Source: an optimization exercise on an open RTL-to-GDS flow (aim: small area). Production flows keep margins and buffers that such runs may drop.
Function was checked by simulation only, so behaviour that the tests miss may differ from the original.

Setup of job 7719:
## wavelet_transform
module wavelet_transform #(
    parameter BITS_PER_ELEM = 8,
    parameter TOTAL_FILTERS = 7,
    parameter SUM_TRUNCATION = 8
) (
    input wire clk,
    input wire rst,
    input wire signed [BITS_PER_ELEM - 1:0] i_value,
    input wire i_data_clk,
    input wire [7:0] i_select_output_channel,
    output wire [SUM_TRUNCATION - 1:0] o_multiplexed_wavelet_out,
    output wire o_active,
    output [8:0] io_oeb
);
Size: roughly 3900 cells after synthesis, roughly 37 I/O pins, ~0.049 mm2 of cells after synthesis.
Settings: LEC_CHECK=0, CAP_MARGIN=20, CORE_MARGIN=2, CORE_UTILIZATION=60, SLEW_MARGIN=20; clock period 14.0 ns.
standard.sh (not shown) runs the stock make flow with config.mk's settings and CLKGATE_MAP_FILE= SYNTH_SCRIPT=/design/flow/synth_recipe.tcl, a recipe that flattens the netlist after the stock synthesis.
==> flow/flow/run.sh <==
#!/bin/bash
# Own flow: the standard synthesis, then fixinv2.py removes inverters
# that synthesis left around full-adder cells (a full adder is self-dual, so
# some fa cells are flipped to take and give complemented signals), then
# the standard layout from floorplan to finish on that netlist, with
# clock tree synthesis told to use smaller clock buffers and no dummy loads.
set -euo pipefail
R=orfs/results/${FLOW_PLATFORM}/wavelet_transform/base
bash standard.sh synth > synth.log 2>&1
cp "$R/1_2_yosys.v" 1_2_yosys.std.v
python3 flow/fixinv2.py 1_2_yosys.std.v "$R/1_2_yosys.v" > fixinv.log 2>&1
rm -f "$R/1_synth.odb" "$R/1_synth.sdc"
CTS="-sink_clustering_enable -repair_clock_nets -dont_use_dummy_load"
if [[ -f flow/cts_args ]]; then CTS="$CTS $(cat flow/cts_args)"; fi
bash standard.sh finish "CTS_ARGS=$CTS" > finish.log 2>&1
==> flow/flow/cts_args <==
-buf_list sky130_fd_sc_hd__clkbuf_16 -sink_clustering_size 30 -sink_clustering_max_diameter 100
Other scripts of this flow, unchanged in this note and not shown: flow/flow/fixinv2.py
#### Input delta (job 5259 over job 7719)
Settings: CORE_UTILIZATION changed from 60 to 40.
==> flow/flow/cts_args <==
-buf_list sky130_fd_sc_hd__clkbuf_16 -sink_clustering_size 25 -sink_clustering_max_diameter 80
Findings:
- Compared with job 7719, in job 5259 number of inserted filler cells in the final layout went up 5056, clock period minus worst slack dropped 110 ps, routed wire length has increased, number of rows created at floorplan went up.
Inputs modified between job 5259 and job 3919:
Settings: CORE_UTILIZATION now 60, was 40.
==> flow/flow/cts_args <==
-buf_list sky130_fd_sc_hd__clkbuf_16 -sink_clustering_size 30 -sink_clustering_max_diameter 60
### Flow results
The design area in job 3919 was lower than what job 5259 gave. On combined area of the multi-input logic cells, job 5259 and job 3919 are basically level. On depth of the worst register-to-register path: between job 5259 and job 3919, it ends up lower for job 5259. Job 3919 vs. job 5259: part of the cycle the worst path needs rose by 0.49 points, synthesized area stayed essentially flat, area of placed instances fell by 1.5%. Per the comparison of job 3919 with job 5259, number of fillers in the final layout fell by about 46%; first-pass iteration count of the detailed router stayed essentially flat. Synthesized instance count: job 5259 vs job 3919 identical. Measured against job 5259, the met1 wire length of job 3919 comes out at 0.864 times the reference value.

* * *

## build 68
wavelet_transform, a different RTL version from the one above (not shown whole).
For scale: roughly 3,800 cells after synthesis, ~37 I/O pins, roughly 48,000 um^2 of cells after synthesis.
// wavelet_transform
module wavelet_transform #(
    parameter BITS_PER_ELEM = 8,
    parameter TOTAL_FILTERS = 7,
    parameter SUM_TRUNCATION = 8
) (
    input wire clk,
    input wire rst,
    input wire signed [BITS_PER_ELEM - 1:0] i_value,
    input wire i_data_clk,
    input wire [7:0] i_select_output_channel,
    output wire [SUM_TRUNCATION - 1:0] o_multiplexed_wavelet_out,
    output wire o_active,
    output [8:0] io_oeb
);
  assign io_oeb = 9'b0;
  reg active;
  assign o_active = active;
  reg dprev, dprev2, ph0, ph1, ph2;
  reg [7:0] mux_out;
  assign o_multiplexed_wavelet_out = mux_out;
  wire capture = i_data_clk & ~dprev & ~dprev2;
  wire phany = ph0 | ph1 | ph2;
  reg [7:0] u0;
  reg [7:0] u1;
  reg [7:0] u2;
  reg [7:0] u3;
  reg [7:0] u4;
  reg [7:0] u5;
  reg [7:0] u6;
  reg [7:0] u7;
  reg [7:0] u8;
  reg [7:0] u9;
  reg [7:0] u10;
  reg [7:0] u11;
  reg [7:0] u12;
  reg [7:0] u13;
  reg [7:0] u14;
  reg [7:0] u15;
  reg [7:0] u16;
  reg [7:0] u17;
  reg [7:0] u18;
  reg [7:0] u19;
  reg [7:0] u20;
  reg [7:0] u21;
  reg [7:0] u22;
  reg [7:0] u23;
  reg [7:0] u24;
  reg [7:0] u25;
  reg [7:0] u26;
  reg [7:0] u27;
  reg [7:0] u28;
  reg [7:0] u29;
  reg [7:0] u30;
  reg [7:0] u31;
  reg [7:0] u32;
  reg [7:0] u33;
  reg [7:0] u34;
  reg [7:0] u35;
  reg [7:0] u36;
  reg [7:0] u37;
  reg [7:0] u38;
  reg [7:0] u39;
  reg [7:0] u40;
  reg [7:0] u41;
  reg [7:0] u42;
  reg [7:0] u43;
  reg [7:0] u44;
  reg [7:0] u45;
  reg [7:0] u46;
  reg [7:0] u47;
  reg [7:0] u48;
  reg [7:0] u49;
  reg [7:0] u50;
  reg [7:0] u51;
  reg [7:0] u52;
  reg [7:0] u53;
  reg [7:0] u54;
  reg [7:0] u55;
  reg [7:0] u56;
  reg [7:0] u57;
  reg [7:0] u58;
  reg [7:0] u59;
  ...
Settings: LEC_CHECK=0, CAP_MARGIN=20, CORE_MARGIN=2, CORE_UTILIZATION=60, GPL_TIMING_DRIVEN=0, SLEW_MARGIN=20; clock period 14.0 ns.
==> flow/flow/run.sh <==
#!/bin/bash
# Own flow: the standard synthesis; then fixinv3.py removes the inverters
# synthesis left between cells, mostly around full adders (a full adder is
# self-dual, so some fa cells are flipped to take and give complemented
# signals; some gates are swapped for their inverted-output twins); then
# the standard layout from floorplan to finish on that netlist, with clock
# tree synthesis given the buffer list and sink clustering in flow/cts_args
# and no dummy loads.  Each step's output goes to its own log here.
set -euo pipefail
R=orfs/results/${FLOW_PLATFORM}/wavelet_transform/base
bash standard.sh synth > synth.log 2>&1
cp "$R/1_2_yosys.v" 1_2_yosys.std.v
python3 flow/fixinv3.py 1_2_yosys.std.v "$R/1_2_yosys.v" > fixinv.log 2>&1
rm -f "$R/1_synth.odb" "$R/1_synth.sdc"
CTS="-sink_clustering_enable -repair_clock_nets -dont_use_dummy_load"
if [[ -f flow/cts_args ]]; then CTS="$CTS $(cat flow/cts_args)"; fi
bash standard.sh finish "CTS_ARGS=$CTS" > finish.log 2>&1
==> flow/flow/cts_args <==
-buf_list sky130_fd_sc_hd__clkbuf_16 -sink_clustering_size 25 -sink_clustering_max_diameter 100
Other scripts of this flow, unchanged in this note and not shown: flow/flow/fixinv3.py
What build 17 does differently from build 68 at the input level:
==> flow/flow/cts_args <==
-buf_list sky130_fd_sc_hd__clkbuf_8 -sink_clustering_size 15 -sink_clustering_max_diameter 80
diff --git a/flow/config.mk b/flow/config.mk
--- a/flow/config.mk
+++ b/flow/config.mk
@@ -11 +10,0 @@
-export GPL_TIMING_DRIVEN = 0
==> summary.txt <==
- Filler-free cell count of the finished design in build 17 is about 5.4% lower than in build 68
- Fmax, build 17 and build 68: smaller value in build 68
- In the tables for build 17 and build 68, post-placement cell count reads higher with build 68.
- From build 17 to build 68, area after synthesis did not move at all.
- Comparing build 17 and build 68, the lower worst setup slack is on build 68.
- Per the comparison of build 17 with build 68, area used by multi-input combinational logic held steady.
- Build 17 finished every step from synthesis to the final layout, and the layout passed the timing, DRC and antenna checks.
- Going from build 68 to build 17, final design area excluding fillers shrank by a few percent.
diff inputs: build 17 => build 30
==> flow/flow/cts_args <==
-buf_list sky130_fd_sc_hd__clkbuf_16 -sink_clustering_size 25 -sink_clustering_max_diameter 100
Notes after the runs:
- Relative to build 17, final cell count without fillers has decreased by 27 in build 30.
- Compared with build 17, build 30 has less setup slack.
- Comparing via count for build 17 and build 30, the bigger number came from build 17.
- [build 30 vs build 17] register-to-register slack: lower in build 30

* * *

Setup of indigo:
wavelet_transform, a different RTL version from the one above (not shown whole).
Size in the first run: ~3900 cells after synthesis, ~51000 um2 of cells after synthesis.
export LEC_CHECK = 0
export CAP_MARGIN = 20
export CORE_MARGIN = 2
export CORE_UTILIZATION = 40
export SLEW_MARGIN = 20
create_clock -name core_clock -period 14.0 [get_ports {clk}]
==> flow/flow/run.sh <==
#!/bin/bash
# Own flow: the standard synthesis, then fixinv.py removes the inverters
# that synthesis left around full-adder cells (a full adder is self-dual, so
# some fa cells are flipped to take and give complemented signals), then
# the standard layout from floorplan to finish on that netlist, with
# clock tree synthesis told to use smaller clock buffers and no dummy loads.
set -euo pipefail
R=orfs/results/${FLOW_PLATFORM}/wavelet_transform/base
bash standard.sh synth > synth.log 2>&1
cp "$R/1_2_yosys.v" 1_2_yosys.std.v
python3 flow/fixinv.py 1_2_yosys.std.v "$R/1_2_yosys.v" > fixinv.log 2>&1
rm -f "$R/1_synth.odb" "$R/1_synth.sdc"
CTS="-sink_clustering_enable -repair_clock_nets -dont_use_dummy_load"
if [[ -f flow/cts_args ]]; then CTS="$CTS $(cat flow/cts_args)"; fi
bash standard.sh finish "CTS_ARGS=$CTS" > finish.log 2>&1
==> flow/flow/cts_args <==
-buf_list sky130_fd_sc_hd__clkbuf_8
Other scripts of this flow, unchanged in this note and not shown: flow/flow/fixinv.py
indigo | stages: all done | timing, DRC, antenna: all pass
Input-level comparison between ember and indigo:
==> flow/flow/run.sh <==
#!/bin/bash
# Own flow: the standard synthesis, then fixinv.py removes the inverters
# that synthesis left around full-adder cells (a full adder is self-dual, so
# some fa cells are flipped to take and give complemented signals), then
# the standard layout from floorplan to finish on that netlist.
set -euo pipefail
R=orfs/results/${FLOW_PLATFORM}/wavelet_transform/base
bash standard.sh synth > synth.log 2>&1
cp "$R/1_2_yosys.v" 1_2_yosys.std.v
python3 flow/fixinv.py 1_2_yosys.std.v "$R/1_2_yosys.v" > fixinv.log 2>&1
rm -f "$R/1_synth.odb" "$R/1_synth.sdc"
bash standard.sh finish > finish.log 2>&1
removed: flow/flow/cts_args
- ember: flow completed, timing, DRC and antenna clean
- Taking indigo as the reference, in ember fraction of layout cells with a size suffix above 1 ~0 delta.
- Summary of the comparison: headroom to the max-slew limit is higher in ember, relative to indigo.
- Against indigo, ember reports a required time reported for the critical path endpoint that is lower.
- Across both runs, core utilization was higher for ember than for indigo.
- Cmp ember vs indigo: count of instances resized after the clock tree is built lower in ember
- Diff indigo -> ember | layout-stage area growth over the synthesis result | increase of 2.0 points
- Compare ember and indigo | routed wire length on met2 lower: indigo
- For routed wire length, ember and indigo come out practically identical.
- ember -> indigo: cell count flat

* * *

wavelet_transform, a different RTL version from the one above (not shown whole).
Size in the first run: roughly 3800 cells after synthesis, ~37 I/O pins, ~0.048 mm^2 of cells after synthesis.
clock: 14.0 ns
lec_check: 0
cap_margin: 10
core_margin: 2
core_utilization: 50
slew_margin: 10
==> flow/flow/run.sh <==
#!/bin/bash
# Own flow: the standard synthesis; then fixinv3.py removes the inverters
# synthesis left between cells, mostly around full adders (a full adder is
# self-dual, so some fa cells are flipped to take and give complemented
# signals; some gates are swapped for their inverted-output twins); then
# the standard layout from floorplan to finish on that netlist, with clock
# tree synthesis given the buffer list and sink clustering in flow/cts_args
# and no dummy loads.  Each step's output goes to its own log here.
set -euo pipefail
R=orfs/results/${FLOW_PLATFORM}/wavelet_transform/base
bash standard.sh synth > synth.log 2>&1
cp "$R/1_2_yosys.v" 1_2_yosys.std.v
python3 flow/fixinv3.py 1_2_yosys.std.v "$R/1_2_yosys.v" > fixinv.log 2>&1
rm -f "$R/1_synth.odb" "$R/1_synth.sdc"
CTS="-sink_clustering_enable -repair_clock_nets -dont_use_dummy_load"
if [[ -f flow/cts_args ]]; then CTS="$CTS $(cat flow/cts_args)"; fi
bash standard.sh finish "CTS_ARGS=$CTS" > finish.log 2>&1
==> flow/flow/cts_args <==
-buf_list sky130_fd_sc_hd__clkbuf_8 -sink_clustering_size 15 -sink_clustering_max_diameter 80
Other scripts of this flow, unchanged in this note and not shown: flow/flow/fixinv3.py
Edit:
==> flow/flow/cts_args (replaced) <==
-buf_list sky130_fd_sc_hd__clkbuf_4 sky130_fd_sc_hd__clkbuf_8 -sink_clustering_size 15 -sink_clustering_max_diameter 80
- CORE_UTILIZATION: 50 -> 60
=> With this change the flow ended with an error in clock tree synthesis. Area after synthesis does not change. Synthesized cell count is unchanged.
Edit:
==> flow/flow/cts_args (replaced) <==
-buf_list sky130_fd_sc_hd__clkbuf_8 -sink_clustering_size 15 -sink_clustering_max_diameter 80
Result: Now the flow went through all stages and came out clean. Synthesized area stays the same. Synthesized cell count stays the same.
Edit:
==> flow/flow/cts_args (replaced) <==
-buf_list {sky130_fd_sc_hd__clkbuf_4 sky130_fd_sc_hd__clkbuf_8} -sink_clustering_size 15 -sink_clustering_max_diameter 80
=> The changed run finished clean; routed wire length stays the same; setup slack stays the same; critical path depth does not change.
Edit:
==> flow/flow/cts_args (replaced) <==
-buf_list sky130_fd_sc_hd__clkbuf_8 -sink_clustering_size 15 -sink_clustering_max_diameter 80
- CORE_UTILIZATION: 60 -> 70
The new run finished but failed the layout checks on max-slew violations.
Cell area came out lower by 0.48%.
Clock-buffer cell count is unchanged.
Final cell count came out lower by 3.4%.

separate check: timing with driven ports:
No port has a modelled driver above. Below, the same layouts with a new extraction and two added sets of constraints.
Step 1: set_driving_cell puts a clkbuf_16 on clk and a buf_2 on each other input, an assumption about the parent block.
Step 2 times the ports against the registers' clock, not the clock port: input delays grow and output delays shrink by t, the midpoint of the rising clock arrivals with the driver on.
Three values: no drivers, after step 1, after step 2; two values: the first two.
run | shift t [ns] | setup slack, ns | worst register clock-pin slew, ns
job 7719 | 0.673 | 1.390 / 1.390 / 1.390 | 0.12 / 0.12
job 5259 | 0.702 | 1.502 / 1.502 / 1.502 | 0.10 / 0.10
job 3919 | 0.714 | 1.433 / 1.433 / 1.433 | 0.10 / 0.10
build 68 | 0.677 | 0.258 / 0.258 / 0.258 | 0.11 / 0.11
build 17 | 0.733 | 0.627 / 0.627 / 0.627 | 0.10 / 0.10
build 30 | 0.667 | 0.512 / 0.512 / 0.512 | 0.11 / 0.11
indigo | 0.891 | 0.141 / 0.141 / 0.141 | 0.07 / 0.07
ember | 0.767 | 0.222 / 0.222 / 0.222 | 0.07 / 0.07
the first run of note 4 | 0.772 | 0.561 / 0.561 / 0.561 | 0.11 / 0.11
the third run of note 4 | 0.787 | 0.454 / 0.454 / 0.454 | 0.11 / 0.11
the fourth run of note 4 | 0.787 | 0.454 / 0.454 / 0.454 | 0.11 / 0.11
the fifth run of note 4 | 0.776 | 0.513 / 0.513 / 0.513 | 0.10 / 0.10
